What follows belongs to an exercise in optimizing a design on an open flow for small area, a short achievable clock period and few clock cycles per item; a production flow would make more cautious choices. At most, simulation tests tie the RTL to the original design; equivalence was not proved.

## run Z
## logarithm
module logarithm #(
	parameter n = 16,
	parameter m = 24,
	parameter k = 5 ,
	parameter p = 24
) (
	input        clk  ,  
	input        reset,  
	input        start,
	input  [0:n] x    ,
	output [1:p] y    ,
	output       done
);
clock: 9.0 ns
lec_check: 0
cap_margin: 20
core_margin: 2
core_utilization: 40
cts_buf_list: sky130_fd_sc_hd__clkbuf_4 sky130_fd_sc_hd__clkbuf_8
setup_slack_margin: 3.8
slew_margin: 60
synth_hierarchical: 1
synth_minimum_keep_size: 0
standard.sh (not shown) runs the stock make flow with config.mk's settings and CLKGATE_MAP_FILE= SYNTH_SCRIPT=/design/flow/synth_recipe.tcl, a recipe that flattens the netlist after the stock synthesis.
==> flow/flow/run.sh <==
#!/bin/bash
# Standard layout, with the smallest buffer on the ports instead of the
# delay buffer that buffer_ports picks by default.
set -e
export BUFFER_PORTS_ARGS="-buffer_cell sky130_fd_sc_hd__buf_1"
bash standard.sh finish > standard_flow.log 2>&1
Run Z finished every stage and its layout cleared the timing, DRC and antenna checks.
#### Input delta (run C over run Z)
--- a/flow/design.v
+++ b/flow/design.v
@@ -1569,32 +1569,37 @@
 	log_xor u_sum42 (pp_[42], cy[42], t[42]);
 	log_xor u_sum43 (pp_[43], cy[43], t[43]);
 	log_xor u_sum44 (pp_[44], cy[44], t[44]);
 	log_xor u_sum45 (pp_[45], cy[45], t[45]);
 	log_xor u_sum46 (pp_[46], cy[46], t[46]);
 	log_xor u_sum47 (pp_[47], cy[47], t[47]);
 	log_xor u_sum48 (pp_[48], cy[48], t[48]);
 	log_xor u_sum49 (pp_[49], cy[49], t[49]);
 	assign t[23:0] = 24'd0;
 	wire [25:0] s  = t[49:24];
 	wire        b  = f >= 24'd6949351;
-	wire ge1 = f >= 24'd3174369;
-	wire ge2 = b;
-	wire ge3 = f >= 24'd11438586;
-	wire tb0 = ge2;
-	wire tb1 = (tb0 ? ge3 : ge1);
-	wire [1:0] tbits = {tb0, tb1};
-	reg  [22:0] sr;          
-	reg  [1:0] q;           
+	wire ge1 = f >= 24'd1518468;
+	wire ge2 = f >= 24'd3174369;
+	wire ge3 = f >= 24'd4980142;
+	wire ge4 = b;
+	wire ge5 = f >= 24'd9096789;
+	wire ge6 = f >= 24'd11438586;
+	wire ge7 = f >= 24'd13992335;
+	wire tb0 = ge4;
+	wire tb1 = (tb0 ? ge6 : ge2);
+	wire tb2 = (tb0 ? (tb1 ? ge7 : ge5) : (tb1 ? ge3 : ge1));
+	wire [2:0] tbits = {tb0, tb1, tb2};
+	reg  [21:0] sr;          
+	reg  [2:0] q;           
 	reg         dn;          
-	wire        last = sr[22] & ~dn;
+	wire        last = sr[21] & ~dn;
 	wire        ld = dn;
 	wire        sh = ~ld & b;    
 	wire        sk = ~ld & ~b;   
 	wire [23:0] fs;              
 	log_a22oi u_sel0 (sh, s[1], sk, s[0], fs[0]);
 	log_a22oi u_sel1 (sh, s[2], sk, s[1], fs[1]);
 	log_a22oi u_sel2 (sh, s[3], sk, s[2], fs[2]);
 	log_a22oi u_sel3 (sh, s[4], sk, s[3], fs[3]);
 	log_a22oi u_sel4 (sh, s[5], sk, s[4], fs[4]);
 	log_a22oi u_sel5 (sh, s[6], sk, s[5], fs[5]);
 	log_a22oi u_sel6 (sh, s[7], sk, s[6], fs[6]);
@@ -1617,28 +1622,28 @@
 	log_a22oi u_sel23 (sh, s[25], sk, s[23], fs[23]);
 	always @(posedge clk)
 		f <= ~fs | ({24{ld & x[0]}} & {x[1:n], {(m-n){1'b0}}});
 	always @(posedge clk or negedge reset) begin
 		if (~reset)
 			dn <= 1'b1;
 		else if (start | last)
 			dn <= ~start;
 	end
 	always @(posedge clk) begin
 		if (start | (~dn & ~last))
-			sr <= start ? 23'd1 : {sr[21:0], b};
+			sr <= start ? 22'd1 : {sr[20:0], b};
 		if (last)
 			q <= tbits;
 	end
 	assign done = dn;
-	assign y    = {sr[21:0], q};
+	assign y    = {sr[20:0], q};
 endmodule
 module log_fa (input a, input b, input c, output s, output co);
 	assign s  = a ^ b ^ c;
 	assign co = (a & b) | (a & c) | (b & c);
 endmodule
 module log_xor (input a, input b, output y);
 	assign y = a ^ b;
 endmodule
 module log_maj (input a, input b, input c, output y);
 	assign y = (a & b) | (a & c) | (b & c);
 endmodule
Notes after the runs:
- Run C: die boundary width is about 1% higher than what run Z reported.
- Going from run Z to run C, global-route usage grows by 0.98 points.
- Per the comparison of run C with run Z, count of nets left with antenna violations after detail routing stayed essentially flat; non-clock buffering overhead in the final layout roughly the same; hold slack rose 8.3 ps.
- Run Z -> run C: design area increased slightly
- Summary — layout overhead on the synthesized area, run C relative to run Z: lower, by 0.27 points.
- Taking run Z as the reference point, the proportion of cell area occupied by registers of run C falls by 0.28 points.
- From run Z to run C the numbers moved as follows: clock buffer count from CTS neither gained nor lost much, wire length picked up an extra 6.5%, number of stages on the worst setup path neither gained nor lost much.
- Any difference in data arrival time at the worst-slack endpoint between run Z and run C is small enough to ignore.
Testbench counts of run C, summed over its fixed seeds: cycles 38,400, items 1,600.
No functional check of the RTL was part of run Z.


Q:
logarithm, a different RTL version from the one above (not shown whole).
Size in the first run: roughly 46 flip-flops, about 0.011 mm2 of cells after synthesis.
Design logarithm, start of the top module:
module logarithm #(
	parameter n = 16,
	parameter m = 24,
	parameter k = 5 ,
	parameter p = 24
) (
	input        clk  ,  
	input        reset,  
	input        start,
	input  [0:n] x    ,
	output [1:p] y    ,
	output       done
);
export LEC_CHECK = 0
export CAP_MARGIN = 20
export CORE_MARGIN = 2
export CORE_UTILIZATION = 40
export CTS_BUF_LIST = sky130_fd_sc_hd__clkbuf_4 sky130_fd_sc_hd__clkbuf_8
export SETUP_SLACK_MARGIN = 3.8
export SLEW_MARGIN = 60
export SYNTH_HIERARCHICAL = 1
export SYNTH_MINIMUM_KEEP_SIZE = 0
create_clock -name core_clock -period 9.0 [get_ports {clk}]
Scripts as last shown in full above: flow/flow/run.sh
Q ended with every stage complete and zero timing, DRC or antenna violations.
Testbench counts of Q, summed over its fixed seeds: cycles 36,800, items 1,600.
#### Input delta (S over Q)
diff --git a/flow/design.v b/flow/design.v
--- a/flow/design.v
+++ b/flow/design.v
@@ -5,20 +5,21 @@
 	parameter p = 24
 ) (
 	input        clk  ,  
 	input        reset,  
 	input        start,
 	input  [0:n] x    ,
 	output [1:p] y    ,
 	output       done
 );
 	reg  [23:0] f;
+	reg  [23:0] r;           
 	wire s1;
 	wire c2;
 	wire s3;
 	wire c4;
 	wire s5;
 	wire c6;
 	wire s7;
 	wire c8;
 	wire s9;
 	wire c10;
@@ -1570,33 +1571,21 @@
 	log_xor u_sum43 (pp_[43], cy[43], t[43]);
 	log_xor u_sum44 (pp_[44], cy[44], t[44]);
 	log_xor u_sum45 (pp_[45], cy[45], t[45]);
 	log_xor u_sum46 (pp_[46], cy[46], t[46]);
 	log_xor u_sum47 (pp_[47], cy[47], t[47]);
 	log_xor u_sum48 (pp_[48], cy[48], t[48]);
 	log_xor u_sum49 (pp_[49], cy[49], t[49]);
 	assign t[23:0] = 24'd0;
 	wire [25:0] s  = t[49:24];
 	wire        b  = f >= 24'd6949351;
-	wire ge1 = f >= 24'd1518468;
-	wire ge2 = f >= 24'd3174369;
-	wire ge3 = f >= 24'd4980142;
-	wire ge4 = b;
-	wire ge5 = f >= 24'd9096789;
-	wire ge6 = f >= 24'd11438586;
-	wire ge7 = f >= 24'd13992335;
-	wire tb0 = ge4;
-	wire tb1 = (tb0 ? ge6 : ge2);
-	wire tb2 = (tb0 ? (tb1 ? ge7 : ge5) : (tb1 ? ge3 : ge1));
-	wire [2:0] tbits = {tb0, tb1, tb2};
-	reg  [21:0] sr;          
-	wire        dn = sr[21];
+	wire        dn = r[23];        
 	wire        sh = ~dn & b;      
 	wire        sk = ~dn & ~b;     
 	wire        hd = dn & ~start;  
 	wire [23:0] fh;
 	log_and u_hold0 (hd, f[0], fh[0]);
 	log_and u_hold1 (hd, f[1], fh[1]);
 	log_and u_hold2 (hd, f[2], fh[2]);
 	log_and u_hold3 (hd, f[3], fh[3]);
 	log_and u_hold4 (hd, f[4], fh[4]);
 	log_and u_hold5 (hd, f[5], fh[5]);
@@ -1611,21 +1600,21 @@
 	log_and u_hold14 (hd, f[14], fh[14]);
 	log_and u_hold15 (hd, f[15], fh[15]);
 	log_and u_hold16 (hd, f[16], fh[16]);
 	log_and u_hold17 (hd, f[17], fh[17]);
 	log_and u_hold18 (hd, f[18], fh[18]);
 	log_and u_hold19 (hd, f[19], fh[19]);
 	log_and u_hold20 (hd, f[20], fh[20]);
 	log_and u_hold21 (hd, f[21], fh[21]);
 	log_and u_hold22 (hd, f[22], fh[22]);
 	log_and u_hold23 (hd, f[23], fh[23]);
-	wire [23:0] fs;              
+	wire [23:0] fs;                
 	log_a22oi u_sel0 (sh, s[1], sk, s[0], fs[0]);
 	log_a22oi u_sel1 (sh, s[2], sk, s[1], fs[1]);
 	log_a22oi u_sel2 (sh, s[3], sk, s[2], fs[2]);
 	log_a22oi u_sel3 (sh, s[4], sk, s[3], fs[3]);
 	log_a22oi u_sel4 (sh, s[5], sk, s[4], fs[4]);
 	log_a22oi u_sel5 (sh, s[6], sk, s[5], fs[5]);
 	log_a22oi u_sel6 (sh, s[7], sk, s[6], fs[6]);
 	log_a22oi u_sel7 (sh, s[8], sk, s[7], fs[7]);
 	log_a22oi u_sel8 (sh, s[9], sk, s[8], fs[8]);
 	log_a22oi u_sel9 (sh, s[10], sk, s[9], fs[9]);
@@ -1640,30 +1629,30 @@
 	log_a22oi u_sel18 (sh, s[19], sk, s[18], fs[18]);
 	log_a22oi u_sel19 (sh, s[20], sk, s[19], fs[19]);
 	log_a22oi u_sel20 (sh, s[21], sk, s[20], fs[20]);
 	log_a22oi u_sel21 (sh, s[22], sk, s[21], fs[21]);
 	log_a22oi u_sel22 (sh, s[23], sk, s[22], fs[22]);
 	log_a22oi u_sel23 (sh, s[25], sk, s[23], fs[23]);
 	always @(posedge clk)
 		f <= ~fs | fh | ({24{start & x[0]}} & {x[1:n], {(m-n){1'b0}}});
 	always @(posedge clk or negedge reset) begin
 		if (~reset)
-			sr[21] <= 1'b1;
-		else if (start | ~dn)
-			sr[21] <= start ? 1'b0 : sr[20];
+			r[23] <= 1'b1;
+		else if (start | ~r[23])
+			r[23] <= start ? 1'b0 : r[22];
 	end
 	always @(posedge clk) begin
-		if (start | ~dn)
-			sr[20:0] <= start ? 21'd1 : {sr[19:0], b};
+		if (start | ~r[23])
+			r[22:0] <= start ? 23'd1 : {r[21:0], b};
 	end
-	assign done = dn;
-	assign y    = {sr[20:0], tbits};
+	assign done = r[23];
+	assign y    = {r[22:0], b};
 endmodule
 module log_fa (input a, input b, input c, output s, output co);
 	assign s  = a ^ b ^ c;
 	assign co = (a & b) | (a & c) | (b & c);
 endmodule
 module log_xor (input a, input b, output y);
 	assign y = a ^ b;
 endmodule
 module log_maj (input a, input b, input c, output y);
 	assign y = (a & b) | (a & c) | (b & c);
Notes after the runs:
- Wire: S routes less than Q
- Sort S and Q by sequential share of the synthesized area, ascending, and Q comes first.
- Summary: synthesized area, S better than Q
- Summary — maximum cell stage delay along the critical path, S relative to Q: higher, by 40 ps.
- Simple-gate share of the synthesized area (lower): S
- Lower number of clock sinks was reported by Q, not S.
- S can be clocked slower than Q.
Only the layout flow was run in S; the RTL was not checked for function there.

## static timing again, ports no longer ideal
The flow's constraints put no driver on any port. The routed layouts listed below were extracted and timed again, unchanged, in two steps. Step 1 sets driving cells, clkbuf_16 on the clock port and buf_2 on the other inputs (assumed; they add their load-dependent delay and slew). Step 2 times the ports against the registers' clock, not the clock port: input delays grow and output delays shrink by t, the midpoint of the rising clock arrivals with the driver on. a / b / c = no drivers / after step 1 / after step 2; a / b = the first two.
run | shift t [ns] | setup WS [ns] | hold WS [ns] | worst setup path after step 2 | pins driven straight from the clock port
run Z | 0.370 | 4.092 / 4.092 / 4.092 | 0.566 / 0.566 / 0.566 | register to register | 1
run C | 0.350 | 4.080 / 4.080 / 4.080 | 0.574 / 0.574 / 0.574 | register to register | 1
Q | 0.344 | 4.076 / 4.076 / 4.076 | 0.545 / 0.545 / 0.545 | register to register | 1
S | 0.350 | 4.030 / 4.030 / 4.030 | 0.556 / 0.556 / 0.556 | register to register | 1
After both steps setup and hold are still met in every run listed.
